From an optimization exercise on the open Yosys and OpenROAD flow, aimed at small area; shortcuts taken in it are not production practice.
RTL that was checked went through simulation tests only; none was proved equivalent to the original.
For run 3, only the layout was checked, not whether the RTL still works.
Power is estimated from default activity; no workload was simulated.

$ cat flow/flow/run.sh
#!/bin/bash
set -euo pipefail
W=$PWD
export FLOW_WORK=$W
export FLOW_ABC_SCRIPT=$W/flow/area.abc
LIB=$FLOW_HOME/platforms/sky130hd/lib/sky130_fd_sc_hd__tt_025C_1v80.lib

# impl.v must do what design.v does: prove it before laying it out
cat > equiv.ys <<EOY
read_liberty -ignore_miss_func $LIB
read_verilog -sv $W/design.v
rename alu gold
read_verilog -sv $W/flow/impl.v
proc; flatten; opt_clean
rename alu gate
miter -equiv -flatten -make_assert gold gate miter
hierarchy -top miter
flatten; async2sync; opt -fast
sat -verify -prove-asserts -set-init-zero -seq 2 -show-inputs miter
EOY
yosys -l equiv.log -q -s equiv.ys > /dev/null

MK=(make -C "$FLOW_HOME" DESIGN_CONFIG="$W/config.mk" WORK_HOME="$W/orfs"
    CLKGATE_MAP_FILE= SYNTH_SCRIPT="$W/flow/synth.tcl"
    VERILOG_FILES="$W/flow/impl.v" ADDER_MAP_FILE=
    "BUFFER_PORTS_ARGS=-buffer_cell sky130_fd_sc_hd__buf_1")
"${MK[@]}" synth > make_synth.log 2>&1
"${MK[@]}" finish > make_finish.log 2>&1
R=$W/orfs/results/sky130hd/alu/base
: # left out here: write the final layout as DEF
$ cat flow/flow/area.abc
strash
dch
amap
$ cat flow/flow/impl.v
// generated by gen/gen.py (impl )
module alu (
	input			i_clk,
	input			i_rst_n,
	input			i_valid,
	input	signed	[7:0]	i_data_a,
	input	signed	[7:0]	i_data_b,
	input		[2:0]	i_inst,
	output			o_valid,
	output		[7:0]	o_data
);
reg		o_valid_r;
reg	[7:0]	o_data_r;
reg	[7:0]	res;
reg	[7:0]	oth;

assign o_valid = o_valid_r;
assign o_data  = o_data_r;

wire [7:0] a = i_data_a;
wire [7:0] b = i_data_b;

// add / sub / compare share one ripple adder; s8 is the true sign
wire       sub = i_inst[0];
wire [7:0] bx  = b ^ {8{sub}};
wire [8:0] cy;
wire [7:0] s;
assign cy[0] = sub;
genvar gi;
generate for (gi = 0; gi < 8; gi = gi + 1) begin : g_add
	assign s[gi] = a[gi] ^ bx[gi] ^ cy[gi];
	assign cy[gi+1] = (a[gi] & bx[gi]) | (a[gi] & cy[gi]) | (bx[gi] & cy[gi]);
end endgenerate
wire       aovf = cy[8] ^ cy[7];
wire       s8   = s[7] ^ aovf;
wire [7:0] as_res = aovf ? {s8, {7{~s8}}} : s;
wire [7:0] min_res = s8 ? a : b;

// multiply: pr = (a*b + 15 + (a*b >= 0)) >> 5, saturated
	wire pp1 = a[0] & b[0];
	wire pp2 = a[0] & b[1];
	wire pp3 = a[0] & b[2];
	wire pp4 = a[0] & b[3];
	wire pp5 = a[0] & b[4];
	wire pp6 = a[0] & b[5];
	wire pp7 = a[0] & b[6];
	wire pp8 = ~(a[0] & b[7]);
	wire pp9 = a[1] & b[0];
	wire pp10 = a[1] & b[1];
	wire pp11 = a[1] & b[2];
	wire pp12 = a[1] & b[3];
	wire pp13 = a[1] & b[4];
	wire pp14 = a[1] & b[5];
	wire pp15 = a[1] & b[6];
	wire pp16 = ~(a[1] & b[7]);
	wire pp17 = a[2] & b[0];
	wire pp18 = a[2] & b[1];
	wire pp19 = a[2] & b[2];
	wire pp20 = a[2] & b[3];
	wire pp21 = a[2] & b[4];
	wire pp22 = a[2] & b[5];
	wire pp23 = a[2] & b[6];
	wire pp24 = ~(a[2] & b[7]);
	wire pp25 = a[3] & b[0];
	wire pp26 = a[3] & b[1];
	wire pp27 = a[3] & b[2];
	wire pp28 = a[3] & b[3];
	wire pp29 = a[3] & b[4];
	wire pp30 = a[3] & b[5];
	wire pp31 = a[3] & b[6];
	wire pp32 = ~(a[3] & b[7]);
	wire pp33 = a[4] & b[0];
	wire pp34 = a[4] & b[1];
	wire pp35 = a[4] & b[2];
	wire pp36 = a[4] & b[3];
	wire pp37 = a[4] & b[4];
	wire pp38 = a[4] & b[5];
	wire pp39 = a[4] & b[6];
	wire pp40 = ~(a[4] & b[7]);
	wire pp41 = a[5] & b[0];
	wire pp42 = a[5] & b[1];
	wire pp43 = a[5] & b[2];
	wire pp44 = a[5] & b[3];
	wire pp45 = a[5] & b[4];
	wire pp46 = a[5] & b[5];
	wire pp47 = a[5] & b[6];
	wire pp48 = ~(a[5] & b[7]);
	wire pp49 = a[6] & b[0];
	wire pp50 = a[6] & b[1];
	wire pp51 = a[6] & b[2];
	wire pp52 = a[6] & b[3];
	wire pp53 = a[6] & b[4];
	wire pp54 = a[6] & b[5];
	wire pp55 = a[6] & b[6];
	wire pp56 = ~(a[6] & b[7]);
	wire pp57 = ~(a[7] & b[0]);
	wire pp58 = ~(a[7] & b[1]);
	wire pp59 = ~(a[7] & b[2]);
	wire pp60 = ~(a[7] & b[3]);
	wire pp61 = ~(a[7] & b[4]);
	wire pp62 = ~(a[7] & b[5]);
	wire pp63 = ~(a[7] & b[6]);
	wire pp64 = a[7] & b[7];
	wire nx65 = ~(a[7] ^ b[7]);
	wire kc66 = nx65 | pp1;
	wire kc67 = pp2 | pp9;
	wire ks68 = ~(pp2 ^ pp9);
	wire ac69 = kc66 & ks68;
	wire kc70 = pp10 | pp17;
	wire ks71 = ~(pp10 ^ pp17);
	wire fs72, fc73;
	sky130_fd_sc_hd__fa_1 u_fs72 (.A(pp3), .B(kc67), .CIN(ks71), .SUM(fs72), .COUT(fc73));
	wire ac74 = ac69 & fs72;
	wire kc75 = pp11 | pp18;
	wire ks76 = ~(pp11 ^ pp18);
	wire fs77, fc78;
	sky130_fd_sc_hd__fa_1 u_fs77 (.A(pp25), .B(pp4), .CIN(kc70), .SUM(fs77), .COUT(fc78));
	wire fs79, fc80;
	sky130_fd_sc_hd__fa_1 u_fs79 (.A(ks76), .B(fs77), .CIN(fc73), .SUM(fs79), .COUT(fc80));
	wire ac81 = ac74 & fs79;
	wire fs82, fc83;
	sky130_fd_sc_hd__fa_1 u_fs82 (.A(pp12), .B(pp19), .CIN(pp26), .SUM(fs82), .COUT(fc83));
	wire fs84, fc85;
	sky130_fd_sc_hd__fa_1 u_fs84 (.A(pp33), .B(pp5), .CIN(kc75), .SUM(fs84), .COUT(fc85));
	wire fs86, fc87;
	sky130_fd_sc_hd__fa_1 u_fs86 (.A(fs82), .B(fc78), .CIN(fs84), .SUM(fs86), .COUT(fc87));
	wire mc88 = (fc80 & fs86) | (fc80 & ac81) | (fs86 & ac81);
	wire fs89, fc90;
	sky130_fd_sc_hd__fa_1 u_fs89 (.A(pp13), .B(pp20), .CIN(pp27), .SUM(fs89), .COUT(fc90));
	wire fs91, fc92;
	sky130_fd_sc_hd__fa_1 u_fs91 (.A(pp34), .B(pp41), .CIN(pp6), .SUM(fs91), .COUT(fc92));
	wire fs93, fc94;
	sky130_fd_sc_hd__fa_1 u_fs93 (.A(fc83), .B(fs89), .CIN(fs91), .SUM(fs93), .COUT(fc94));
	wire fs95, fc96;
	sky130_fd_sc_hd__fa_1 u_fs95 (.A(fc85), .B(fs93), .CIN(fc87), .SUM(fs95), .COUT(fc96));
	wire fs97, fc98;
	sky130_fd_sc_hd__fa_1 u_fs97 (.A(pp14), .B(pp21), .CIN(pp28), .SUM(fs97), .COUT(fc98));
	wire fs99, fc100;
	sky130_fd_sc_hd__fa_1 u_fs99 (.A(pp35), .B(pp42), .CIN(pp49), .SUM(fs99), .COUT(fc100));
	wire fs101, fc102;
	sky130_fd_sc_hd__fa_1 u_fs101 (.A(pp7), .B(fc90), .CIN(fc92), .SUM(fs101), .COUT(fc102));
	wire fs103, fc104;
	sky130_fd_sc_hd__fa_1 u_fs103 (.A(fs97), .B(fs99), .CIN(fc94), .SUM(fs103), .COUT(fc104));
	wire fs105, fc106;
	sky130_fd_sc_hd__fa_1 u_fs105 (.A(fs101), .B(fs103), .CIN(fc96), .SUM(fs105), .COUT(fc106));
	wire fs107, fc108;
	sky130_fd_sc_hd__fa_1 u_fs107 (.A(pp15), .B(pp22), .CIN(pp29), .SUM(fs107), .COUT(fc108));
	wire fs109, fc110;
	sky130_fd_sc_hd__fa_1 u_fs109 (.A(pp36), .B(pp43), .CIN(pp50), .SUM(fs109), .COUT(fc110));
	wire fs111, fc112;
	sky130_fd_sc_hd__fa_1 u_fs111 (.A(pp57), .B(pp8), .CIN(fc100), .SUM(fs111), .COUT(fc112));
	wire fs113, fc114;
	sky130_fd_sc_hd__fa_1 u_fs113 (.A(fc98), .B(fs107), .CIN(fs109), .SUM(fs113), .COUT(fc114));
	wire fs115, fc116;
	sky130_fd_sc_hd__fa_1 u_fs115 (.A(fc102), .B(fs111), .CIN(fs113), .SUM(fs115), .COUT(fc116));
	wire fs117, fc118;
	sky130_fd_sc_hd__fa_1 u_fs117 (.A(fc104), .B(fs115), .CIN(fc106), .SUM(fs117), .COUT(fc118));
	wire kc119 = pp16 | pp23;
	wire ks120 = ~(pp16 ^ pp23);
	wire fs121, fc122;
	sky130_fd_sc_hd__fa_1 u_fs121 (.A(pp30), .B(pp37), .CIN(pp44), .SUM(fs121), .COUT(fc122));
	wire fs123, fc124;
	sky130_fd_sc_hd__fa_1 u_fs123 (.A(pp51), .B(pp58), .CIN(ks120), .SUM(fs123), .COUT(fc124));
	wire fs125, fc126;
	sky130_fd_sc_hd__fa_1 u_fs125 (.A(fc108), .B(fc110), .CIN(fs121), .SUM(fs125), .COUT(fc126));
	wire fs127, fc128;
	sky130_fd_sc_hd__fa_1 u_fs127 (.A(fs123), .B(fc112), .CIN(fc114), .SUM(fs127), .COUT(fc128));
	wire fs129, fc130;
	sky130_fd_sc_hd__fa_1 u_fs129 (.A(fs125), .B(fs127), .CIN(fc116), .SUM(fs129), .COUT(fc130));
	wire fs131, fc132;
	sky130_fd_sc_hd__fa_1 u_fs131 (.A(pp24), .B(pp31), .CIN(pp38), .SUM(fs131), .COUT(fc132));
	wire fs133, fc134;
	sky130_fd_sc_hd__fa_1 u_fs133 (.A(pp45), .B(pp52), .CIN(pp59), .SUM(fs133), .COUT(fc134));
	wire fs135, fc136;
	sky130_fd_sc_hd__fa_1 u_fs135 (.A(kc119), .B(fc122), .CIN(fs131), .SUM(fs135), .COUT(fc136));
	wire fs137, fc138;
	sky130_fd_sc_hd__fa_1 u_fs137 (.A(fs133), .B(fc124), .CIN(fc126), .SUM(fs137), .COUT(fc138));
	wire fs139, fc140;
	sky130_fd_sc_hd__fa_1 u_fs139 (.A(fs135), .B(fc128), .CIN(fs137), .SUM(fs139), .COUT(fc140));
	wire fs141, fc142;
	sky130_fd_sc_hd__fa_1 u_fs141 (.A(pp32), .B(pp39), .CIN(pp46), .SUM(fs141), .COUT(fc142));
	wire fs143, fc144;
	sky130_fd_sc_hd__fa_1 u_fs143 (.A(pp53), .B(pp60), .CIN(fc132), .SUM(fs143), .COUT(fc144));
	wire fs145, fc146;
	sky130_fd_sc_hd__fa_1 u_fs145 (.A(fc134), .B(fs141), .CIN(fs143), .SUM(fs145), .COUT(fc146));
	wire fs147, fc148;
	sky130_fd_sc_hd__fa_1 u_fs147 (.A(fc136), .B(fs145), .CIN(fc138), .SUM(fs147), .COUT(fc148));
	wire fs149, fc150;
	sky130_fd_sc_hd__fa_1 u_fs149 (.A(pp40), .B(pp47), .CIN(pp54), .SUM(fs149), .COUT(fc150));
	wire fs151, fc152;
	sky130_fd_sc_hd__fa_1 u_fs151 (.A(pp61), .B(fc142), .CIN(fs149), .SUM(fs151), .COUT(fc152));
	wire fs153, fc154;
	sky130_fd_sc_hd__fa_1 u_fs153 (.A(fc144), .B(fs151), .CIN(fc146), .SUM(fs153), .COUT(fc154));
	wire fs155, fc156;
	sky130_fd_sc_hd__fa_1 u_fs155 (.A(pp48), .B(pp55), .CIN(pp62), .SUM(fs155), .COUT(fc156));
	wire fs157, fc158;
	sky130_fd_sc_hd__fa_1 u_fs157 (.A(fc150), .B(fs155), .CIN(fc152), .SUM(fs157), .COUT(fc158));
	wire fs159, fc160;
	sky130_fd_sc_hd__fa_1 u_fs159 (.A(pp56), .B(pp63), .CIN(fc156), .SUM(fs159), .COUT(fc160));
	wire cp161 = fs95 ^ mc88;
	wire cg162 = fs95 & mc88;
	wire cp163 = fs105 ^ 1'b0;
	wire cg164 = fs105 & 1'b0;
	wire cp165 = fs117 ^ 1'b0;
	wire cg166 = fs117 & 1'b0;
	wire cp167 = fs129 ^ fc118;
	wire cg168 = fs129 & fc118;
	wire cp169 = fc130 ^ fs139;
	wire cg170 = fc130 & fs139;
	wire cp171 = fc140 ^ fs147;
	wire cg172 = fc140 & fs147;
	wire cp173 = fs153 ^ fc148;
	wire cg174 = fs153 & fc148;
	wire cp175 = fs157 ^ fc154;
	wire cg176 = fs157 & fc154;
	wire cp177 = fs159 ^ fc158;
	wire cg178 = fs159 & fc158;
	wire cp179 = pp64 ^ fc160;
	wire cg180 = pp64 & fc160;
	wire cp181 = 1'b0 ^ 1'b0;
	wire cg182 = 1'b0 & 1'b0;
	wire ps183 = cp161 ^ 1'b0;
	wire pc184 = cg162 | (cp161 & 1'b0);
	wire ps185 = cp163 ^ pc184;
	wire pc186 = cg164 | (cp163 & pc184);
	wire ps187 = cp165 ^ pc186;
	wire pc188 = cg166 | (cp165 & pc186);
	wire ps189 = cp167 ^ pc188;
	wire pc190 = cg168 | (cp167 & pc188);
	wire ps191 = cp169 ^ pc190;
	wire pc192 = cg170 | (cp169 & pc190);
	wire ps193 = cp171 ^ pc192;
	wire pc194 = cg172 | (cp171 & pc192);
	wire ps195 = cp173 ^ pc194;
	wire pc196 = cg174 | (cp173 & pc194);
	wire ps197 = cp175 ^ pc196;
	wire pc198 = cg176 | (cp175 & pc196);
	wire ps199 = cp177 ^ pc198;
	wire pc200 = cg178 | (cp177 & pc198);
	wire ps201 = cp179 ^ pc200;
	wire pc202 = cg180 | (cp179 & pc200);
	wire ps203 = cp181 ^ pc202;
	wire pc204 = cg182 | (cp181 & pc202);
	wire p15205 = ~ps203;
	wire o1206 = (cp175 ^ 1'b0) | (cp177 ^ (cg176 | (cp175 & 1'b0))) | (cp179 ^ (cg178 | (cp177 & (cg176 | (cp175 & 1'b0))))) | ~(cp181 ^ (cg180 | (cp179 & (cg178 | (cp177 & (cg176 | (cp175 & 1'b0)))))));
	wire o2207 = (cp175 ^ 1'b0) & (cp177 ^ (cg176 | (cp175 & 1'b0))) & (cp179 ^ (cg178 | (cp177 & (cg176 | (cp175 & 1'b0))))) & ~(cp181 ^ (cg180 | (cp179 & (cg178 | (cp177 & (cg176 | (cp175 & 1'b0)))))));
	wire o1208 = (cp175 ^ 1'b1) | (cp177 ^ (cg176 | (cp175 & 1'b1))) | (cp179 ^ (cg178 | (cp177 & (cg176 | (cp175 & 1'b1))))) | ~(cp181 ^ (cg180 | (cp179 & (cg178 | (cp177 & (cg176 | (cp175 & 1'b1)))))));
	wire o2209 = (cp175 ^ 1'b1) & (cp177 ^ (cg176 | (cp175 & 1'b1))) & (cp179 ^ (cg178 | (cp177 & (cg176 | (cp175 & 1'b1))))) & ~(cp181 ^ (cg180 | (cp179 & (cg178 | (cp177 & (cg176 | (cp175 & 1'b1)))))));
	wire movf210 = pc196 ? (o1208 & ~o2209) : (o1206 & ~o2207);
wire [15:5] pr = {p15205, ps201, ps199, ps197, ps195, ps193, ps191, ps189, ps187, ps185, ps183};
wire       msgn = a[7] ^ b[7];
wire       movf = movf210;
wire [7:0] mul_res = movf ? {msgn, {7{~msgn}}} : pr[12:5];

// sigmoid
wire       sg_hi  = ~a[7] & a[6];
wire       sg_mid = ~(a[7] ^ a[6]);
wire [7:0] sig_res = {2'b00, sg_hi, sg_mid & ~a[6], a[5:2] & {4{sg_mid}}};

wire [15:0] rr = {a, a} >> b[2:0];
wire [7:0] ror_res = rr[7:0];

always @(*) begin
	case (i_inst)
		3'd0, 3'd1: oth = as_res;
		3'd3: oth = ~(a & b);
		3'd4: oth = ~(a ^ b);
		3'd5: oth = sig_res;
		3'd6: oth = ror_res;
		default: oth = min_res;
	endcase
	res = (i_inst == 3'd2) ? mul_res : oth;
end

always @(posedge i_clk or negedge i_rst_n) begin
	if (!i_rst_n)
		o_valid_r <= 1'b0;
	else
		o_valid_r <= i_valid;
end

always @(posedge i_clk)
	o_data_r <= res;

endmodule
$ cat flow/flow/synth.tcl
proc abc {args} {
  set i [lsearch -exact $args -script]
  if {$i >= 0 && ![string match "*-fast*" $args]} {
    lset args [expr {$i + 1}] $::env(FLOW_ABC_SCRIPT)
    set j [lsearch -exact $args -D]
    if {$j >= 0} { set args [lreplace $args $j [expr {$j + 1}]] }
  }
  puts "abc (flow wrapper): $args"
  yosys abc {*}$args
}
source $::env(FLOW_WORK)/synth_recipe.tcl
$ cat flow/standard.sh
#!/bin/bash
# synth_recipe.tcl (not shown) runs the flow's synth.tcl, then flattens the netlist and writes it again
# the make line also repeats each setting of config.mk as NAME=value (left out here)
make -C /OpenROAD-flow-scripts/flow DESIGN_CONFIG=/design/flow/config.mk WORK_HOME=/design/flow/orfs CLKGATE_MAP_FILE= SYNTH_SCRIPT=/design/flow/synth_recipe.tcl "${@:-finish}"
$ cat flow/config.mk
export PLATFORM = sky130hd
export DESIGN_NAME = alu
export DESIGN_NICKNAME = alu
export VERILOG_FILES = /design/flow/design.v
export SDC_FILE = /design/flow/constraint.sdc
export NUM_CORES = 8
export LEC_CHECK = 0
export CAP_MARGIN = 20
export CORE_MARGIN = 2
export CORE_UTILIZATION = 40
export CTS_BUF_LIST = sky130_fd_sc_hd__clkbuf_2
export GPL_TIMING_DRIVEN = 0
export SLEW_MARGIN = 20
$ cat flow/constraint.sdc
create_clock -name core_clock -period 7.0 [get_ports {i_clk}]
set_input_delay 1.4000 -clock core_clock [delete_from_list [all_inputs] [get_ports {i_clk}]]
set_output_delay 1.4000 -clock core_clock [all_outputs]
set_load 0.01 [all_outputs]
$ cat flow/design.v
module alu (
	input			i_clk,
	input			i_rst_n,
	input			i_valid,
	input	signed	[7:0]	i_data_a,
	input	signed	[7:0]	i_data_b,
	input		[2:0]	i_inst,
	output			o_valid,
	output		[7:0]	o_data
);
reg		o_valid_r;
reg	[7:0]	o_data_r;
reg	[7:0]	res;
reg	[7:0]	oth;
assign o_valid = o_valid_r;
assign o_data  = o_data_r;
wire [7:0] a = i_data_a;
wire [7:0] b = i_data_b;
wire       sub = i_inst[0];
wire [7:0] bx  = b ^ {8{sub}};
wire [8:0] cy;
wire [7:0] s;
assign cy[0] = sub;
genvar gi;
generate for (gi = 0; gi < 8; gi = gi + 1) begin : g_add
	assign s[gi] = a[gi] ^ bx[gi] ^ cy[gi];
	assign cy[gi+1] = (a[gi] & bx[gi]) | (a[gi] & cy[gi]) | (bx[gi] & cy[gi]);
end endgenerate
wire       aovf = cy[8] ^ cy[7];
wire       s8   = s[7] ^ aovf;
wire [7:0] as_res = aovf ? {s8, {7{~s8}}} : s;
wire [7:0] min_res = s8 ? a : b;
	wire pp1 = a[0] & b[0];
	wire pp2 = a[0] & b[1];
	wire pp3 = a[0] & b[2];
	wire pp4 = a[0] & b[3];
	wire pp5 = a[0] & b[4];
	wire pp6 = a[0] & b[5];
	wire pp7 = a[0] & b[6];
	wire pp8 = ~(a[0] & b[7]);
	wire pp9 = a[1] & b[0];
	wire pp10 = a[1] & b[1];
	wire pp11 = a[1] & b[2];
	wire pp12 = a[1] & b[3];
	wire pp13 = a[1] & b[4];
	wire pp14 = a[1] & b[5];
	wire pp15 = a[1] & b[6];
	wire pp16 = ~(a[1] & b[7]);
	wire pp17 = a[2] & b[0];
	wire pp18 = a[2] & b[1];
	wire pp19 = a[2] & b[2];
	wire pp20 = a[2] & b[3];
	wire pp21 = a[2] & b[4];
	wire pp22 = a[2] & b[5];
	wire pp23 = a[2] & b[6];
	wire pp24 = ~(a[2] & b[7]);
	wire pp25 = a[3] & b[0];
	wire pp26 = a[3] & b[1];
	wire pp27 = a[3] & b[2];
	wire pp28 = a[3] & b[3];
	wire pp29 = a[3] & b[4];
	wire pp30 = a[3] & b[5];
	wire pp31 = a[3] & b[6];
	wire pp32 = ~(a[3] & b[7]);
	wire pp33 = a[4] & b[0];
	wire pp34 = a[4] & b[1];
	wire pp35 = a[4] & b[2];
	wire pp36 = a[4] & b[3];
	wire pp37 = a[4] & b[4];
	wire pp38 = a[4] & b[5];
	wire pp39 = a[4] & b[6];
	wire pp40 = ~(a[4] & b[7]);
	wire pp41 = a[5] & b[0];
	wire pp42 = a[5] & b[1];
	wire pp43 = a[5] & b[2];
	wire pp44 = a[5] & b[3];
	wire pp45 = a[5] & b[4];
	wire pp46 = a[5] & b[5];
	wire pp47 = a[5] & b[6];
	wire pp48 = ~(a[5] & b[7]);
	wire pp49 = a[6] & b[0];
	wire pp50 = a[6] & b[1];
	wire pp51 = a[6] & b[2];
	wire pp52 = a[6] & b[3];
	wire pp53 = a[6] & b[4];
	wire pp54 = a[6] & b[5];
	wire pp55 = a[6] & b[6];
	wire pp56 = ~(a[6] & b[7]);
	wire pp57 = ~(a[7] & b[0]);
	wire pp58 = ~(a[7] & b[1]);
	wire pp59 = ~(a[7] & b[2]);
	wire pp60 = ~(a[7] & b[3]);
	wire pp61 = ~(a[7] & b[4]);
	wire pp62 = ~(a[7] & b[5]);
	wire pp63 = ~(a[7] & b[6]);
	wire pp64 = a[7] & b[7];
	wire nx65 = ~(a[7] ^ b[7]);
	wire kc66 = nx65 | pp1;
	wire kc67 = pp2 | pp9;
	wire ks68 = ~(pp2 ^ pp9);
	wire ac69 = kc66 & ks68;
	wire kc70 = pp10 | pp17;
	wire ks71 = ~(pp10 ^ pp17);
	wire fs72 = pp3 ^ kc67 ^ ks71;
	wire fc73 = (pp3 & kc67) | (pp3 & ks71) | (kc67 & ks71);
	wire ac74 = ac69 & fs72;
	wire kc75 = pp11 | pp18;
	wire ks76 = ~(pp11 ^ pp18);
	wire fs77 = pp25 ^ pp4 ^ kc70;
	wire fc78 = (pp25 & pp4) | (pp25 & kc70) | (pp4 & kc70);
	wire fs79 = ks76 ^ fs77 ^ fc73;
	wire fc80 = (ks76 & fs77) | (ks76 & fc73) | (fs77 & fc73);
	wire ac81 = ac74 & fs79;
	wire fs82 = pp12 ^ pp19 ^ pp26;
	wire fc83 = (pp12 & pp19) | (pp12 & pp26) | (pp19 & pp26);
	wire fs84 = pp33 ^ pp5 ^ kc75;
	wire fc85 = (pp33 & pp5) | (pp33 & kc75) | (pp5 & kc75);
	wire fs86 = fs82 ^ fc78 ^ fs84;
	wire fc87 = (fs82 & fc78) | (fs82 & fs84) | (fc78 & fs84);
	wire mc88 = (fc80 & fs86) | (fc80 & ac81) | (fs86 & ac81);
	wire fs89 = pp13 ^ pp20 ^ pp27;
	wire fc90 = (pp13 & pp20) | (pp13 & pp27) | (pp20 & pp27);
	wire fs91 = pp34 ^ pp41 ^ pp6;
	wire fc92 = (pp34 & pp41) | (pp34 & pp6) | (pp41 & pp6);
	wire fs93 = fc83 ^ fs89 ^ fs91;
	wire fc94 = (fc83 & fs89) | (fc83 & fs91) | (fs89 & fs91);
	wire fs95 = fc85 ^ fs93 ^ fc87;
	wire fc96 = (fc85 & fs93) | (fc85 & fc87) | (fs93 & fc87);
	wire fs97 = pp14 ^ pp21 ^ pp28;
	wire fc98 = (pp14 & pp21) | (pp14 & pp28) | (pp21 & pp28);
	wire fs99 = pp35 ^ pp42 ^ pp49;
	wire fc100 = (pp35 & pp42) | (pp35 & pp49) | (pp42 & pp49);
	wire fs101 = pp7 ^ fc90 ^ fc92;
	wire fc102 = (pp7 & fc90) | (pp7 & fc92) | (fc90 & fc92);
	wire fs103 = fs97 ^ fs99 ^ fc94;
	wire fc104 = (fs97 & fs99) | (fs97 & fc94) | (fs99 & fc94);
	wire fs105 = fs101 ^ fs103 ^ fc96;
	wire fc106 = (fs101 & fs103) | (fs101 & fc96) | (fs103 & fc96);
	wire fs107 = pp15 ^ pp22 ^ pp29;
	wire fc108 = (pp15 & pp22) | (pp15 & pp29) | (pp22 & pp29);
	wire fs109 = pp36 ^ pp43 ^ pp50;
	wire fc110 = (pp36 & pp43) | (pp36 & pp50) | (pp43 & pp50);
	wire fs111 = pp57 ^ pp8 ^ fc100;
	wire fc112 = (pp57 & pp8) | (pp57 & fc100) | (pp8 & fc100);
	wire fs113 = fc98 ^ fs107 ^ fs109;
	wire fc114 = (fc98 & fs107) | (fc98 & fs109) | (fs107 & fs109);
	wire fs115 = fc102 ^ fs111 ^ fs113;
	wire fc116 = (fc102 & fs111) | (fc102 & fs113) | (fs111 & fs113);
	wire fs117 = fc104 ^ fs115 ^ fc106;
	wire fc118 = (fc104 & fs115) | (fc104 & fc106) | (fs115 & fc106);
	wire kc119 = pp16 | pp23;
	wire ks120 = ~(pp16 ^ pp23);
	wire fs121 = pp30 ^ pp37 ^ pp44;
	wire fc122 = (pp30 & pp37) | (pp30 & pp44) | (pp37 & pp44);
	wire fs123 = pp51 ^ pp58 ^ ks120;
	wire fc124 = (pp51 & pp58) | (pp51 & ks120) | (pp58 & ks120);
	wire fs125 = fc108 ^ fc110 ^ fs121;
	wire fc126 = (fc108 & fc110) | (fc108 & fs121) | (fc110 & fs121);
	wire fs127 = fs123 ^ fc112 ^ fc114;
	wire fc128 = (fs123 & fc112) | (fs123 & fc114) | (fc112 & fc114);
	wire fs129 = fs125 ^ fs127 ^ fc116;
	wire fc130 = (fs125 & fs127) | (fs125 & fc116) | (fs127 & fc116);
	wire fs131 = pp24 ^ pp31 ^ pp38;
	wire fc132 = (pp24 & pp31) | (pp24 & pp38) | (pp31 & pp38);
	wire fs133 = pp45 ^ pp52 ^ pp59;
	wire fc134 = (pp45 & pp52) | (pp45 & pp59) | (pp52 & pp59);
	wire fs135 = kc119 ^ fc122 ^ fs131;
	wire fc136 = (kc119 & fc122) | (kc119 & fs131) | (fc122 & fs131);
	wire fs137 = fs133 ^ fc124 ^ fc126;
	wire fc138 = (fs133 & fc124) | (fs133 & fc126) | (fc124 & fc126);
	wire fs139 = fs135 ^ fc128 ^ fs137;
	wire fc140 = (fs135 & fc128) | (fs135 & fs137) | (fc128 & fs137);
	wire fs141 = pp32 ^ pp39 ^ pp46;
	wire fc142 = (pp32 & pp39) | (pp32 & pp46) | (pp39 & pp46);
	wire fs143 = pp53 ^ pp60 ^ fc132;
	wire fc144 = (pp53 & pp60) | (pp53 & fc132) | (pp60 & fc132);
	wire fs145 = fc134 ^ fs141 ^ fs143;
	wire fc146 = (fc134 & fs141) | (fc134 & fs143) | (fs141 & fs143);
	wire fs147 = fc136 ^ fs145 ^ fc138;
	wire fc148 = (fc136 & fs145) | (fc136 & fc138) | (fs145 & fc138);
	wire fs149 = pp40 ^ pp47 ^ pp54;
	wire fc150 = (pp40 & pp47) | (pp40 & pp54) | (pp47 & pp54);
	wire fs151 = pp61 ^ fc142 ^ fs149;
	wire fc152 = (pp61 & fc142) | (pp61 & fs149) | (fc142 & fs149);
	wire fs153 = fc144 ^ fs151 ^ fc146;
	wire fc154 = (fc144 & fs151) | (fc144 & fc146) | (fs151 & fc146);
	wire fs155 = pp48 ^ pp55 ^ pp62;
	wire fc156 = (pp48 & pp55) | (pp48 & pp62) | (pp55 & pp62);
	wire fs157 = fc150 ^ fs155 ^ fc152;
	wire fc158 = (fc150 & fs155) | (fc150 & fc152) | (fs155 & fc152);
	wire fs159 = pp56 ^ pp63 ^ fc156;
	wire fc160 = (pp56 & pp63) | (pp56 & fc156) | (pp63 & fc156);
	wire cp161 = fs95 ^ mc88;
	wire cg162 = fs95 & mc88;
	wire cp163 = fs105 ^ 1'b0;
	wire cg164 = fs105 & 1'b0;
	wire cp165 = fs117 ^ 1'b0;
	wire cg166 = fs117 & 1'b0;
	wire cp167 = fs129 ^ fc118;
	wire cg168 = fs129 & fc118;
	wire cp169 = fc130 ^ fs139;
	wire cg170 = fc130 & fs139;
	wire cp171 = fc140 ^ fs147;
	wire cg172 = fc140 & fs147;
	wire cp173 = fs153 ^ fc148;
	wire cg174 = fs153 & fc148;
	wire cp175 = fs157 ^ fc154;
	wire cg176 = fs157 & fc154;
	wire cp177 = fs159 ^ fc158;
	wire cg178 = fs159 & fc158;
	wire cp179 = pp64 ^ fc160;
	wire cg180 = pp64 & fc160;
	wire cp181 = 1'b0 ^ 1'b0;
	wire cg182 = 1'b0 & 1'b0;
	wire ps183 = cp161 ^ 1'b0;
	wire pc184 = cg162 | (cp161 & 1'b0);
	wire ps185 = cp163 ^ pc184;
	wire pc186 = cg164 | (cp163 & pc184);
	wire ps187 = cp165 ^ pc186;
	wire pc188 = cg166 | (cp165 & pc186);
	wire ps189 = cp167 ^ pc188;
	wire pc190 = cg168 | (cp167 & pc188);
	wire ps191 = cp169 ^ pc190;
	wire pc192 = cg170 | (cp169 & pc190);
	wire ps193 = cp171 ^ pc192;
	wire pc194 = cg172 | (cp171 & pc192);
	wire ps195 = cp173 ^ pc194;
	wire pc196 = cg174 | (cp173 & pc194);
	wire ps197 = cp175 ^ pc196;
	wire pc198 = cg176 | (cp175 & pc196);
	wire ps199 = cp177 ^ pc198;
	wire pc200 = cg178 | (cp177 & pc198);
	wire ps201 = cp179 ^ pc200;
	wire pc202 = cg180 | (cp179 & pc200);
	wire ps203 = cp181 ^ pc202;
	wire pc204 = cg182 | (cp181 & pc202);
	wire p15205 = ~ps203;
	wire o1206 = (cp175 ^ 1'b0) | (cp177 ^ (cg176 | (cp175 & 1'b0))) | (cp179 ^ (cg178 | (cp177 & (cg176 | (cp175 & 1'b0))))) | ~(cp181 ^ (cg180 | (cp179 & (cg178 | (cp177 & (cg176 | (cp175 & 1'b0)))))));
	wire o2207 = (cp175 ^ 1'b0) & (cp177 ^ (cg176 | (cp175 & 1'b0))) & (cp179 ^ (cg178 | (cp177 & (cg176 | (cp175 & 1'b0))))) & ~(cp181 ^ (cg180 | (cp179 & (cg178 | (cp177 & (cg176 | (cp175 & 1'b0)))))));
	wire o1208 = (cp175 ^ 1'b1) | (cp177 ^ (cg176 | (cp175 & 1'b1))) | (cp179 ^ (cg178 | (cp177 & (cg176 | (cp175 & 1'b1))))) | ~(cp181 ^ (cg180 | (cp179 & (cg178 | (cp177 & (cg176 | (cp175 & 1'b1)))))));
	wire o2209 = (cp175 ^ 1'b1) & (cp177 ^ (cg176 | (cp175 & 1'b1))) & (cp179 ^ (cg178 | (cp177 & (cg176 | (cp175 & 1'b1))))) & ~(cp181 ^ (cg180 | (cp179 & (cg178 | (cp177 & (cg176 | (cp175 & 1'b1)))))));
	wire movf210 = pc196 ? (o1208 & ~o2209) : (o1206 & ~o2207);
wire [15:5] pr = {p15205, ps201, ps199, ps197, ps195, ps193, ps191, ps189, ps187, ps185, ps183};
wire       msgn = a[7] ^ b[7];
wire       movf = movf210;
wire [7:0] mul_res = movf ? {msgn, {7{~msgn}}} : pr[12:5];
wire       sg_hi  = ~a[7] & a[6];
wire       sg_mid = ~(a[7] ^ a[6]);
wire [7:0] sig_res = {2'b00, sg_hi, sg_mid & ~a[6], a[5:2] & {4{sg_mid}}};
wire [15:0] rr = {a, a} >> b[2:0];
wire [7:0] ror_res = rr[7:0];
always @(*) begin
	case (i_inst)
		3'd0, 3'd1: oth = as_res;
		3'd3: oth = ~(a & b);
		3'd4: oth = ~(a ^ b);
		3'd5: oth = sig_res;
		3'd6: oth = ror_res;
		default: oth = min_res;
	endcase
	res = (i_inst == 3'd2) ? mul_res : oth;
end
always @(posedge i_clk or negedge i_rst_n) begin
	if (!i_rst_n)
		o_valid_r <= 1'b0;
	else
		o_valid_r <= i_valid;
end
always @(posedge i_clk)
	o_data_r <= res;
endmodule
==> results of run 1 <==
-- metrics by stage --
step,cell area [um^2],utilization,TNS [ns],cells
final,2860,0.458,0,480
after global routing,2860,0.458,-0.0299,480
after CTS,2800,0.448,0,479
after detailed placement,2760,0.441,-7.59,475
after global placement,2760,0.441,-6.87,475
after floorplan,2550,-,0,368
-- synth_stat cells --
cell type,instances
nor2_1,96
fa_1,41
nand2_1,40
a21oi_1,39
clkinv_1,35
o22ai_1,31
o21ai_0,24
nor3_1,10
a22oi_1,9
o221ai_1,9
dfxtp_1,8
a211oi_1,5
nand3_1,4
a2111oi_0,2
a222oi_1,2
nor4_1,2
o22a_1,2
a2111o_1,1
a221o_1,1
a221oi_1,1
a31oi_1,1
a32oi_1,1
and2_0,1
dfrtp_1,1
o32a_1,1
or3_1,1
-- report_power, final --
part / internal (mW) / switching (mW) / total, mW
Sequential: 0.0649 / 0.00294 / 0.0679
Combinational: 0.190 / 0.351 / 0.541
Clock: 0.0152 / 0.0171 / 0.0323
-- what timing repair did --
action                     4_1_cts  5_1_grt
resized for setup               12       23
hold endpoints to repair         0        0
setup endpoints to repair        8        8
-- worst paths after layout --
check                      depth (start not counted)  slack (ns)                   to
max in group asynchronous                          1        6.00  o_valid_r$_DFF_PN0_
worst max-delay path                              24        0.39  o_data_r[7]$_DFF_P_
worst min-delay path                               1        0.90  o_valid_r$_DFF_PN0_
min in group core_clock                            1        1.25  o_valid_r$_DFF_PN0_
-- kinds of logic (layout without fill, tap and decap cells) --
kind of cell	after synthesis	in the layout	synth area share
buf+inv	35	70	0.0516
flops	9	9	0.0727
fa+ha+maj	41	41	0.322
compound gates	129	129	0.315
simple gates	154	154	0.238
-- final cells by class --
class / instances / area share
Multi-Input combinational cell: 324 / 0.794
Sequential cell: 9 / 0.0648
Inverter: 35 / 0.0569
Timing Repair Buffer: 31 / 0.0438
Tap cell: 77 / 0.0337
Clock buffer: 4 / 0.00700
-- critical path: cells and delay by family --
kind                     cells  cell delay [ns]
adder cells (fa/ha/maj)      5             2.13
AO/OA/AOI/OAI                8             1.41
AND/OR/NAND/NOR              8             1.06
buffers and inverters        3             0.68
-- state kept, by name, summed over array words and instances, names as in the netlist --
name       count
o_valid_r      1
o_data_r       8
-- layer usage --
layer	part of all wire	wire length (um)	global-route usage
met5	0	0	0
met4	0.0074	63	0.0367
met3	0.076	647	0.0346
met2	0.47	4040	0.413
met1	0.44	3770	0.367
==> flow_results.xml, run 1 <==
<?xml version="1.0" encoding="UTF-8"?>
<metrics>
  <group name="outcome">
    <metric name="status" unit="">finished clean</metric>
  </group>
  <group name="worst_setup_path">
    <metric name="arrival" unit="ns">6.71</metric>
    <metric name="crit_path_start_kind" unit="">input pin</metric>
    <metric name="timing.critical_path.to_type" unit="">flip-flop</metric>
    <metric name="critical_path.max_fanout" unit="">16</metric>
    <metric name="timing.critical_path.cells" unit="">buf_1, inv_4, nor2_1, fa_1, fa_1, fa_1, fa_1, fa_1, o21ai_0, nor2_1, a21oi_1, nor2_1, a21oi_1, nor2_1, a21oi_1, nor2_1, a21oi_2, nand2_1, o22ai_4, clkinv_1, nor2_2, nor2_1, o21ai_0, o21ai_0</metric>
    <metric name="critPathMaxStageDelay" unit="ns">0.47</metric>
    <metric name="startpoint" unit="">i_data_b[0]</metric>
    <metric name="required_worst_endpoint" unit="ns">7.10</metric>
    <metric name="crit_type" unit="">input pin to flip-flop</metric>
    <metric name="path_common_cell" unit="">nor2_1</metric>
    <metric name="cpMaxStageDelayCell" unit="">fa_1</metric>
  </group>
  <group name="placed_design">
    <metric name="place_hpwl" unit="um">6730</metric>
    <metric name="place_ws" unit="ns">-1.04</metric>
    <metric name="gp_routability_congestion" unit="">0.945</metric>
    <metric name="buffer_ports.inserted" unit="">30</metric>
  </group>
  <group name="sta">
    <metric name="final_critical_path_setup_slack" unit="ns">0.389</metric>
    <metric name="final.hold.worst_slack" unit="ns">0.900</metric>
    <metric name="final-setup-viol-count" unit="">0</metric>
    <metric name="worst_slew_pin_slew" unit="ns">0.796</metric>
    <metric name="timing.fmax" unit="MHz">151</metric>
    <metric name="finalHoldViolations" unit="">0</metric>
    <metric name="share_of_the_clock_period_used_by_the_worst_path_after_layout" unit="">0.944</metric>
    <metric name="maxSlewViolCount" unit="">0</metric>
    <metric name="final.min_clock_period" unit="ns">6.61</metric>
    <metric name="worst_slew_margin_rel" unit="">0.469</metric>
  </group>
  <group name="yosys">
    <metric name="ys_ff_latch" unit="">9</metric>
    <metric name="synth_seq_area_share" unit="">0.0727</metric>
    <metric name="mappedNetlistArea" unit="um^2">2550</metric>
    <metric name="synthesis.nets" unit="">431</metric>
    <metric name="postSynthCellCount" unit="">368</metric>
    <metric name="synth_area_leader_cell" unit="">fa_1</metric>
    <metric name="count_of_different_cell_masters_after_synthesis" unit="">26</metric>
    <metric name="yosys_warnings" unit="">1</metric>
    <metric name="ys_top_cells_by_area" unit="">fa_1 (32%), nor2_1 (14%), a21oi_1 (7.7%), o22ai_1 (7.6%), dfxtp_1 (6.3%)</metric>
    <metric name="synth_area_per_inst" unit="um^2">6.92</metric>
    <metric name="synth.top_cell.area_share" unit="">0.322</metric>
  </group>
  <group name="power_and_ir_drop">
    <metric name="pwr_density_cell" unit="nW/um^2">224</metric>
    <metric name="design_power_total" unit="uW">641</metric>
    <metric name="power.leakage" unit="nW">1.06</metric>
    <metric name="irDropWorstVdd" unit="V">0.000190</metric>
  </group>
  <group name="global_route">
    <metric name="antenna_found_initial" unit="">0</metric>
    <metric name="first_global_vias" unit="">2796</metric>
    <metric name="grt_pass1_wl" unit="um">14200</metric>
    <metric name="maximum_number_of_pins_on_one_net_before_global_route_repair" unit="">17</metric>
    <metric name="grtUsageTotal" unit="">0.253</metric>
    <metric name="grt_overflow" unit="">0</metric>
  </group>
  <group name="clocking">
    <metric name="root_buffer" unit="">clkbuf_2</metric>
    <metric name="post_cts_buffers" unit="">0</metric>
    <metric name="cts.reportedPaths.clkPinSlew" unit="ns">0.09</metric>
    <metric name="cts_buffers" unit="">3</metric>
    <metric name="postCtsHoldBufs" unit="">0</metric>
    <metric name="tritoncts" unit="">built</metric>
    <metric name="cts.htree.levels" unit="">1</metric>
    <metric name="cts_sinks" unit="">9</metric>
    <metric name="ctsLongestPathBuffers" unit="">2</metric>
  </group>
  <group name="floorplan">
    <metric name="core" unit="um^2">6240</metric>
    <metric name="initial_core_util" unit="">0.408</metric>
    <metric name="rows" unit="">29</metric>
    <metric name="floorplan.die.height" unit="um">83.8</metric>
    <metric name="design.die.area" unit="um^2">7020</metric>
    <metric name="boundaryPins" unit="">31</metric>
    <metric name="die_width" unit="um">83.8</metric>
  </group>
  <group name="final_layout">
    <metric name="design.final.nets" unit="">467</metric>
    <metric name="mostFrequentLayoutCells" unit="">nor2_1 (93), fa_1 (41), nand2_1 (40), a21oi_1 (36), o22ai_1 (30)</metric>
    <metric name="drive_above_1_share" unit="">0.0769</metric>
    <metric name="area_growth" unit="%">12.3</metric>
    <metric name="sequential_cell_area" unit="um^2">185</metric>
    <metric name="final.fill_count" unit="">678</metric>
    <metric name="multiInputGateArea" unit="um^2">2270</metric>
    <metric name="layout_commonest_cell" unit="">nor2_1</metric>
    <metric name="n_antenna_cell" unit="">0</metric>
  </group>
  <group name="drt">
    <metric name="remaining_drc_errors" unit="">0</metric>
    <metric name="vias_per_cell" unit="">6.09</metric>
    <metric name="total_iterations_of_the_first_detailed_routing_run" unit="">5</metric>
    <metric name="number_of_drc_markers_in_iteration_0" unit="">261</metric>
    <metric name="post_drt_wl_per_cell" unit="um">17.8</metric>
    <metric name="ant_nets" unit="">0</metric>
    <metric name="wirelength" unit="um">8530</metric>
    <metric name="routed-via-count" unit="">2921</metric>
  </group>
  <group name="job">
    <metric name="cap_violations" unit="">0</metric>
  </group>
  <group name="worst_hold_path">
    <metric name="timing.hold.worst.class" unit="">input pin to async pin</metric>
  </group>
</metrics>
==> run 2, diff against run 1 <==
--- a/flow/config.mk
+++ b/flow/config.mk
@@ -10,4 +10,2 @@
 export CORE_UTILIZATION = 40
-export CTS_BUF_LIST = sky130_fd_sc_hd__clkbuf_2
-export GPL_TIMING_DRIVEN = 0
 export SLEW_MARGIN = 20
==> flow_results.xml, run 2 <==
<?xml version="1.0" encoding="UTF-8"?>
<metrics>
  <group name="clocking">
    <metric name="ctsResizeCount" unit="">0</metric>
    <metric name="tritoncts" unit="">built</metric>
    <metric name="ctsLongestPathBuffers" unit="">2</metric>
    <metric name="post_cts_buffers" unit="">0</metric>
    <metric name="cts_sinks" unit="">9</metric>
    <metric name="cts_buffers" unit="">3</metric>
    <metric name="cts.reportedPaths.clkPinSlew" unit="ns">0.05</metric>
    <metric name="cts.htree.levels" unit="">1</metric>
    <metric name="root_buffer" unit="">clkbuf_8</metric>
    <metric name="postCtsHoldBufs" unit="">0</metric>
  </group>
  <group name="yosys">
    <metric name="mappedNetlistArea" unit="um^2">2550</metric>
    <metric name="synthesis.nets" unit="">431</metric>
    <metric name="synth.top_cell.area_share" unit="">0.322</metric>
    <metric name="synth_async_sr_flop_share" unit="">0.111</metric>
    <metric name="synth_area_per_inst" unit="um^2">6.92</metric>
    <metric name="synth_seq_area_share" unit="">0.0727</metric>
    <metric name="synth_edf_count" unit="">0</metric>
    <metric name="synthTopCellsByCount" unit="">nor2_1 (96), fa_1 (41), nand2_1 (40)</metric>
    <metric name="synthFlopType" unit="">dfxtp_1</metric>
    <metric name="ys_ff_latch" unit="">9</metric>
    <metric name="postSynthCellCount" unit="">368</metric>
    <metric name="synth_area_leader_cell" unit="">fa_1</metric>
    <metric name="yosys.cell_count.top_type" unit="">nor2_1</metric>
    <metric name="ys_top_cells_by_area" unit="">fa_1 (32%), nor2_1 (14%), a21oi_1 (7.7%), o22ai_1 (7.6%), dfxtp_1 (6.3%)</metric>
    <metric name="yosys_warnings" unit="">1</metric>
    <metric name="count_of_different_cell_masters_after_synthesis" unit="">26</metric>
  </group>
  <group name="final_layout">
    <metric name="multiInputGateArea" unit="um^2">2230</metric>
    <metric name="n_antenna_cell" unit="">0</metric>
    <metric name="layout_top_registers" unit="">o_data_r (8), o_valid_r (1)</metric>
    <metric name="sequential_cell_area" unit="um^2">185</metric>
    <metric name="final.fill_count" unit="">670</metric>
    <metric name="mostFrequentLayoutCells" unit="">nor2_1 (96), fa_1 (41), nand2_1 (40), a21oi_1 (39), clkinv_1 (34)</metric>
    <metric name="design.final.nets" unit="">493</metric>
    <metric name="final_core_util" unit="">0.481</metric>
    <metric name="layout_commonest_cell" unit="">nor2_1</metric>
    <metric name="register_with_the_most_flip_flops" unit="">o_data_r</metric>
    <metric name="largest_register_ffs" unit="">8</metric>
    <metric name="area_growth" unit="%">17.9</metric>
    <metric name="drive_above_1_share" unit="">0.0723</metric>
  </group>
  <group name="drt">
    <metric name="post_drt_wl_per_cell" unit="um">18.7</metric>
    <metric name="vias_per_cell" unit="">6.24</metric>
    <metric name="ant_nets" unit="">0</metric>
    <metric name="routed-via-count" unit="">3157</metric>
    <metric name="wirelength" unit="um">9480</metric>
    <metric name="total_iterations_of_the_first_detailed_routing_run" unit="">6</metric>
    <metric name="remaining_drc_errors" unit="">0</metric>
    <metric name="number_of_drc_markers_in_iteration_0" unit="">343</metric>
  </group>
  <group name="power_and_ir_drop">
    <metric name="sequential_share_of_power" unit="">0.105</metric>
    <metric name="clock_power_share" unit="">0.093</metric>
    <metric name="switching_share" unit="">0.536</metric>
    <metric name="net-switching-power" unit="uW">360</metric>
    <metric name="internal-power" unit="uW">311</metric>
    <metric name="irDropWorstVdd" unit="V">0.000108</metric>
    <metric name="pwr_density_cell" unit="nW/um^2">223</metric>
    <metric name="power.leakage" unit="nW">1.15</metric>
    <metric name="part_of_the_total_power_dissipated_in_combinational_logic" unit="">0.802</metric>
    <metric name="design_power_total" unit="uW">671</metric>
  </group>
  <group name="floorplan">
    <metric name="die_width" unit="um">83.8</metric>
    <metric name="floorplan.die.height" unit="um">83.8</metric>
    <metric name="boundaryPins" unit="">31</metric>
    <metric name="rows" unit="">29</metric>
    <metric name="core" unit="um^2">6240</metric>
    <metric name="design.die.area" unit="um^2">7020</metric>
    <metric name="initial_core_util" unit="">0.408</metric>
  </group>
  <group name="worst_setup_path">
    <metric name="startpoint" unit="">i_data_a[0]</metric>
    <metric name="crit_path_start_kind" unit="">input pin</metric>
    <metric name="crit_type" unit="">input pin to flip-flop</metric>
    <metric name="timing.critical_path.to_type" unit="">flip-flop</metric>
    <metric name="required_worst_endpoint" unit="ns">7.07</metric>
    <metric name="arrival" unit="ns">6.54</metric>
    <metric name="critical_path.max_fanout" unit="">8</metric>
  </group>
  <group name="worst_hold_path">
    <metric name="timing.hold.worst.class" unit="">input pin to async pin</metric>
  </group>
  <group name="sta">
    <metric name="final.hold.worst_slack" unit="ns">0.917</metric>
    <metric name="final-setup-viol-count" unit="">0</metric>
    <metric name="worst_slew_margin_rel" unit="">0.274</metric>
    <metric name="timing.fmax" unit="MHz">154</metric>
    <metric name="share_of_the_clock_period_used_by_the_worst_path_after_layout" unit="">0.925</metric>
    <metric name="final.min_clock_period" unit="ns">6.48</metric>
    <metric name="rsz_0062_raised_after_global_routing" unit="">no</metric>
    <metric name="worst_slew_pin_slew" unit="ns">1.08</metric>
    <metric name="finalHoldViolations" unit="">0</metric>
    <metric name="totalNegativeSetupSlack" unit="ns">0</metric>
    <metric name="maxSlewViolCount" unit="">0</metric>
  </group>
  <group name="global_route">
    <metric name="first_global_vias" unit="">3039</metric>
    <metric name="grt.met3_usage" unit="">0.0544</metric>
    <metric name="maximum_number_of_pins_on_one_net_before_global_route_repair" unit="">16</metric>
    <metric name="grt_overflow" unit="">0</metric>
    <metric name="grtUsageTotal" unit="">0.276</metric>
    <metric name="grt_pass1_wl" unit="um">15300</metric>
    <metric name="global_route.peak_usage_layer" unit="">met2</metric>
    <metric name="grt.met2_usage" unit="">0.448</metric>
    <metric name="gr-usage-met1" unit="">0.370</metric>
    <metric name="antenna_found_initial" unit="">0</metric>
  </group>
  <group name="placed_design">
    <metric name="place_hpwl" unit="um">7810</metric>
    <metric name="buffer_ports.inserted" unit="">30</metric>
    <metric name="gp_routability_congestion" unit="">1.03</metric>
  </group>
  <group name="outcome">
    <metric name="status" unit="">finished clean</metric>
  </group>
  <group name="job">
    <metric name="cap_violations" unit="">0</metric>
  </group>
</metrics>
## run 2: logic make-up after synthesis
| group | synth area share |
|---|---|
| AOI/OAI and AO/OA | 0.315 |
| buffers and inverters | 0.0516 |
| adders and majority gates | 0.322 |
| and+or+nand+nor | 0.238 |
| DFF | 0.0727 |
## run 2: layout make-up
cell class,instances,share of cell area
Clock buffer,4,0.0150
Inverter,35,0.0438
Multi-Input combinational cell,324,0.743
Sequential cell,9,0.0617
Tap cell,77,0.0321
Timing Repair Buffer,57,0.105
## run 2: worst max-delay path by stage
stage	endpoint
after floorplan	o_data_r[7]$_DFF_P_
after global placement	o_data_r[7]$_DFF_P_
after detailed placement	o_data_r[7]$_DFF_P_
after CTS	o_data_r[7]$_DFF_P_
after global routing	o_data_r[2]$_DFF_P_
final	o_data_r[7]$_DFF_P_
## run 2: per-stage QoR
step                      area (um^2)  std cells  setup WS (ns)
final                            3000        506          0.523
after global routing             3000        506         0.0805
after CTS                        3000        506          0.615
after detailed placement         2960        502          0.359
after global placement           2960        502          0.444
after floorplan                  2550        368          0.706
## run 2: power groups by stage
stage / registers [mW] / clock network [mW] / logic (mW)
finish: 0.0707 / 0.0624 / 0.538
global route: 0.0711 / 0.0656 / 0.607
global placement: 0.0707 / 0 / 0.520
floorplan: 0.0769 / 0 / 0.356
detailed placement: 0.0712 / 0 / 0.526
CTS: 0.0706 / 0.0625 / 0.528
## run 2: worst max-delay path, cell delays in order
cell,delay [ns]
buf_1,0.24
clkinv_1,0.33
nor2_1,0.21
fa_1,0.46
fa_1,0.40
fa_1,0.47
fa_1,0.42
fa_1,0.41
o21ai_0,0.23
nor2_1,0.09
a21oi_1,0.16
nor2_1,0.08
a21oi_1,0.16
nor2_1,0.08
a21oi_1,0.16
nor2_1,0.08
a21oi_1,0.26
nand2_1,0.10
o22ai_1,0.20
clkinv_1,0.16
nor2_1,0.14
nor2_1,0.08
o21ai_0,0.09
o21ai_0,0.12
## run 2: layer usage
layer / vias to the layer above / wire length (um)
li1: 1454 / -
met4: 0 / 304
met5: - / 0
met1: 1490 / 3880
met3: 34 / 907
met2: 179 / 4380
==> run 3, diff against run 2 <==
--- a/flow/design.v
+++ b/flow/design.v
@@ -13,3 +13,2 @@
 reg	[7:0]	res;
-reg	[7:0]	oth;
 assign o_valid = o_valid_r;
@@ -30,4 +29,2 @@
 wire       s8   = s[7] ^ aovf;
-wire [7:0] as_res = aovf ? {s8, {7{~s8}}} : s;
-wire [7:0] min_res = s8 ? a : b;
 	wire pp1 = a[0] & b[0];
@@ -245,3 +242,2 @@
 wire       movf = movf210;
-wire [7:0] mul_res = movf ? {msgn, {7{~msgn}}} : pr[12:5];
 wire       sg_hi  = ~a[7] & a[6];
@@ -251,2 +247,6 @@
 wire [7:0] ror_res = rr[7:0];
+wire [7:0] as_res = aovf ? {s8, {7{~s8}}} : s;
+wire [7:0] min_res = s8 ? a : b;
+wire [7:0] mul_res = movf ? {msgn, {7{~msgn}}} : pr[12:5];
+reg  [7:0] oth;
 always @(*) begin
==> flow/flow/area.abc (replaced) <==
strash
balance; rewrite; refactor; balance; rewrite; rewrite -z; balance; refactor -z; rewrite -z; balance
balance; rewrite; refactor; balance; rewrite; rewrite -z; balance; refactor -z; rewrite -z; balance
dch -f
amap
--- a/flow/flow/impl.v
+++ b/flow/flow/impl.v
@@ -14,3 +14,2 @@
 reg	[7:0]	res;
-reg	[7:0]	oth;
 
@@ -35,5 +34,2 @@
 wire       s8   = s[7] ^ aovf;
-wire [7:0] as_res = aovf ? {s8, {7{~s8}}} : s;
-wire [7:0] min_res = s8 ? a : b;
-
 // multiply: pr = (a*b + 15 + (a*b >= 0)) >> 5, saturated
@@ -252,3 +248,2 @@
 wire       movf = movf210;
-wire [7:0] mul_res = movf ? {msgn, {7{~msgn}}} : pr[12:5];
 
@@ -262,2 +257,6 @@
 
+wire [7:0] as_res = aovf ? {s8, {7{~s8}}} : s;
+wire [7:0] min_res = s8 ? a : b;
+wire [7:0] mul_res = movf ? {msgn, {7{~msgn}}} : pr[12:5];
+reg  [7:0] oth;
 always @(*) begin
@@ -273,3 +272,2 @@
 end
-
 always @(posedge i_clk or negedge i_rst_n) begin
--- a/flow/config.mk
+++ b/flow/config.mk
@@ -10,2 +10,6 @@
 export CORE_UTILIZATION = 40
+export CTS_BUF_LIST = sky130_fd_sc_hd__clkbuf_4
+export CTS_CLUSTER_DIAMETER = 200
+export CTS_CLUSTER_SIZE = 20
+export GPL_TIMING_DRIVEN = 0
 export SLEW_MARGIN = 20
==> flow_results.xml, run 3 <==
<?xml version="1.0" encoding="UTF-8"?>
<metrics>
  <group name="final_layout">
    <metric name="area_growth" unit="%">11.1</metric>
    <metric name="cell_count_final_fillers_out" unit="">457</metric>
    <metric name="final_core_util" unit="">0.454</metric>
    <metric name="register_with_the_most_flip_flops" unit="">o_data_r</metric>
    <metric name="mostFrequentLayoutCells" unit="">nor2_1 (69), fa_1 (41), nand2_1 (38), clkinv_1 (30), buf_1 (27)</metric>
    <metric name="layout_top_registers" unit="">o_data_r (8), o_valid_r (1)</metric>
    <metric name="drive_above_1_share" unit="">0.0500</metric>
    <metric name="design.final.nets" unit="">444</metric>
    <metric name="largest_register_ffs" unit="">8</metric>
    <metric name="n_antenna_cell" unit="">0</metric>
    <metric name="layout_commonest_cell" unit="">nor2_1</metric>
  </group>
  <group name="drt">
    <metric name="total_iterations_of_the_first_detailed_routing_run" unit="">5</metric>
    <metric name="post_drt_wl_per_cell" unit="um">18.2</metric>
    <metric name="routed-via-count" unit="">2842</metric>
    <metric name="wirelength" unit="um">8300</metric>
    <metric name="ant_nets" unit="">0</metric>
    <metric name="vias_per_cell" unit="">6.22</metric>
    <metric name="number_of_drc_markers_in_iteration_0" unit="">278</metric>
    <metric name="remaining_drc_errors" unit="">0</metric>
  </group>
  <group name="power_and_ir_drop">
    <metric name="irDropWorstVdd" unit="V">0.000163</metric>
    <metric name="switching_share" unit="">0.537</metric>
    <metric name="power.leakage" unit="nW">1.01</metric>
    <metric name="sequential_share_of_power" unit="">0.121</metric>
    <metric name="pwr_density_cell" unit="nW/um^2">190</metric>
    <metric name="clock_power_share" unit="">0.085</metric>
    <metric name="net-switching-power" unit="uW">289</metric>
    <metric name="internal-power" unit="uW">250</metric>
    <metric name="part_of_the_total_power_dissipated_in_combinational_logic" unit="">0.794</metric>
  </group>
  <group name="yosys">
    <metric name="synth_edf_count" unit="">0</metric>
    <metric name="mappedNetlistArea" unit="um^2">2550</metric>
    <metric name="synth_async_sr_flop_share" unit="">0.111</metric>
    <metric name="synth_seq_area_share" unit="">0.0727</metric>
    <metric name="synth_area_leader_cell" unit="">fa_1</metric>
    <metric name="synthesis.nets" unit="">409</metric>
    <metric name="synth.top_cell.area_share" unit="">0.322</metric>
    <metric name="synthFlopType" unit="">dfxtp_1</metric>
    <metric name="synth_area_per_inst" unit="um^2">7.36</metric>
    <metric name="synthTopCellsByCount" unit="">nor2_1 (70), fa_1 (41), nand2_1 (39)</metric>
    <metric name="postSynthCellCount" unit="">346</metric>
    <metric name="ys_top_cells_by_area" unit="">fa_1 (32%), nor2_1 (10%), dfxtp_1 (6.3%), nand2_1 (5.7%), clkinv_1 (5.6%)</metric>
    <metric name="yosys.cell_count.top_type" unit="">nor2_1</metric>
    <metric name="yosys_warnings" unit="">1</metric>
    <metric name="ys_ff_latch" unit="">9</metric>
    <metric name="count_of_different_cell_masters_after_synthesis" unit="">30</metric>
  </group>
  <group name="worst_setup_path">
    <metric name="cell_class_contributing_the_biggest_share_of_worst_path_delay" unit="">adder cells</metric>
    <metric name="startpoint" unit="">i_data_a[2]</metric>
    <metric name="cpMaxStageDelayCell" unit="">fa_1</metric>
    <metric name="buffer_and_inverter_count_on_the_worst_path" unit="">2</metric>
    <metric name="critPathMaxStageDelay" unit="ns">0.48</metric>
    <metric name="crit_type" unit="">input pin to flip-flop</metric>
    <metric name="timing.critical_path.cells" unit="">buf_1, clkinv_2, nor2_2, fa_1, fa_1, fa_1, fa_1, fa_1, o22ai_1, or2_0, o21ai_0, nand2_1, o21ai_0, nand2_1, o21ai_0, nand2_1, o21ai_0, or3_1, nand2_2, o21ai_4, a31oi_1, a31oi_1</metric>
    <metric name="timing.critical_path.to_type" unit="">flip-flop</metric>
    <metric name="critical_path.max_fanout" unit="">10</metric>
    <metric name="cp_num_cells" unit="">22</metric>
    <metric name="required_worst_endpoint" unit="ns">7.15</metric>
    <metric name="path_common_cell" unit="">fa_1</metric>
    <metric name="worstSetupEndpoint" unit="">o_data_r[2]$_DFF_P_</metric>
    <metric name="arrival" unit="ns">6.79</metric>
    <metric name="crit_path_start_kind" unit="">input pin</metric>
  </group>
  <group name="floorplan">
    <metric name="boundaryPins" unit="">31</metric>
    <metric name="die_width" unit="um">83.8</metric>
    <metric name="design.die.area" unit="um^2">7020</metric>
    <metric name="floorplan.die.height" unit="um">83.8</metric>
    <metric name="initial_core_util" unit="">0.408</metric>
    <metric name="rows" unit="">29</metric>
    <metric name="core" unit="um^2">6240</metric>
  </group>
  <group name="clocking">
    <metric name="cts_sinks" unit="">9</metric>
    <metric name="cts_buffers" unit="">3</metric>
    <metric name="root_buffer" unit="">clkbuf_4</metric>
    <metric name="ctsLongestPathBuffers" unit="">2</metric>
    <metric name="cts.htree.levels" unit="">1</metric>
    <metric name="tritoncts" unit="">built</metric>
    <metric name="postCtsHoldBufs" unit="">0</metric>
    <metric name="cts.reportedPaths.clkPinSlew" unit="ns">0.06</metric>
    <metric name="post_cts_buffers" unit="">0</metric>
  </group>
  <group name="placed_design">
    <metric name="gp_routability_congestion" unit="">0.913</metric>
    <metric name="placedCellCount" unit="">453</metric>
    <metric name="place_hpwl" unit="um">6460</metric>
    <metric name="place_ws" unit="ns">-1.26</metric>
    <metric name="buffer_ports.inserted" unit="">30</metric>
  </group>
  <group name="global_route">
    <metric name="grt.met3_usage" unit="">0.0247</metric>
    <metric name="maximum_number_of_pins_on_one_net_before_global_route_repair" unit="">17</metric>
    <metric name="first_global_vias" unit="">2706</metric>
    <metric name="antenna_found_initial" unit="">0</metric>
    <metric name="grtUsageTotal" unit="">0.245</metric>
    <metric name="gr-usage-met1" unit="">0.347</metric>
    <metric name="grt_overflow" unit="">0</metric>
    <metric name="grt_pass1_wl" unit="um">13700</metric>
    <metric name="global_route.peak_usage_layer" unit="">met2</metric>
    <metric name="grt.met2_usage" unit="">0.401</metric>
  </group>
  <group name="sta">
    <metric name="final-setup-viol-count" unit="">0</metric>
    <metric name="finalHoldViolations" unit="">0</metric>
    <metric name="worst_slew_margin_rel" unit="">0.313</metric>
    <metric name="final.min_clock_period" unit="ns">6.64</metric>
    <metric name="maxSlewViolCount" unit="">0</metric>
    <metric name="worst_slew_pin_slew" unit="ns">1.02</metric>
    <metric name="final_critical_path_setup_slack" unit="ns">0.358</metric>
    <metric name="final.hold.worst_slack" unit="ns">0.880</metric>
    <metric name="timing.fmax" unit="MHz">151</metric>
    <metric name="share_of_the_clock_period_used_by_the_worst_path_after_layout" unit="">0.949</metric>
  </group>
  <group name="worst_hold_path">
    <metric name="timing.hold.worst.class" unit="">input pin to async pin</metric>
  </group>
  <group name="job">
    <metric name="cap_violations" unit="">0</metric>
  </group>
  <group name="outcome">
    <metric name="status" unit="">finished clean</metric>
  </group>
</metrics>
[run 3: cell count changes after synthesis, sizes merged, moves of 4 or more]
cell	delta
a211oi	-5
a21boi	+4
a21oi	-26
a22oi	-6
a31oi	+13
nor2	-26
nor4	+4
o21a	+8
o221a	+7
o22a	+7
o22ai	-10
or2	+7
[run 3: logic make-up after synthesis]
kind of cell,share of synthesized area
AOI/OAI and AO/OA,0.324
adders and majority gates,0.322
buffers and inverters,0.0560
DFF,0.0727
and+or+nand+nor,0.225
[run 3: layout make-up]
class | instances | area, um^2
tap | 77 | 96.3
timing repair buffer | 30 | 116
inverter | 38 | 163
multi-input combinational | 299 | 2240
clock buffer | 4 | 30.0
fill | 663 | 3410
sequential | 9 | 185
[run 3: timing repair]
action / in CTS / in global routing
setup endpoints to repair: 8 / 8
resized for setup: 7 / 10
endpoints found under the hold margin: 0 / 0
[run 3: per-stage QoR]
step | cell area (um^2) | setup TNS, ns | power [mW]
after CTS | 2800 | 0 | 0.535
after global placement | 2760 | -9.28 | 0.472
after detailed placement | 2760 | -9.82 | 0.485
after global routing | 2830 | -0.000143 | 0.603
after floorplan | 2550 | 0 | 0.379
final | 2830 | 0 | 0.539
[run 3: worst min-delay path by stage]
stage / slack, ns / cells after the start / end
after floorplan: 1.10 / 0 / o_valid_r$_DFF_PN0_
after global placement: 1.16 / 1 / o_valid_r$_DFF_PN0_
after detailed placement: 1.16 / 1 / o_valid_r$_DFF_PN0_
after CTS: 0.87 / 1 / o_valid_r$_DFF_PN0_
after global routing: 0.86 / 1 / o_valid_r$_DFF_PN0_
final: 0.88 / 1 / o_valid_r$_DFF_PN0_
[run 3: power groups by stage]
stage	registers [mW]	logic, mW	clock network (mW)
6_report	0.0652	0.428	0.0461
5_1_grt	0.0663	0.487	0.0503
4_1_cts	0.0655	0.422	0.0475
3_3_place_gp	0.0660	0.406	0
3_5_place_dp	0.0667	0.418	0
2_1_floorplan	0.0728	0.306	0
[run 3: metal layers]
metal | vias to the layer above | share of wire
li1 | 1334 | -
met1 | 1347 | 0.42
met2 | 135 | 0.48
met3 | 26 | 0.071
met4 | 0 | 0.035
met5 | - | 0

what the ideal ports hide:
How much do the figures lean on ideal ports? The routed layouts below were timed once more, with nothing changed but the port constraints. Step 1, drivers: a clkbuf_16 drives i_clk and a buf_2 each remaining input, both assumed. Step 2 times the ports against the registers' clock, not the clock port: input delays grow and output delays shrink by t, the midpoint of the rising clock arrivals with the driver on. a / b / c = ideal / step 1 / step 2; a / b = the first two.
| run | shift t [ns] | setup WS [ns] | worst register clock-pin slew, ns |
|---|---|---|---|
| run 1 | 0.254 | 0.389 / 0.380 / 0.127 | 0.09 / 0.09 |
| run 2 | 0.260 | 0.523 / 0.526 / 0.266 | 0.05 / 0.05 |
| run 3 | 0.293 | 0.358 / 0.361 / 0.068 | 0.06 / 0.06 |
After both steps setup and hold are still met in every run listed. For run 3, which loses most, drivers alone change the setup slack by +0.003 ns; drivers and shift together by -0.290 ns.
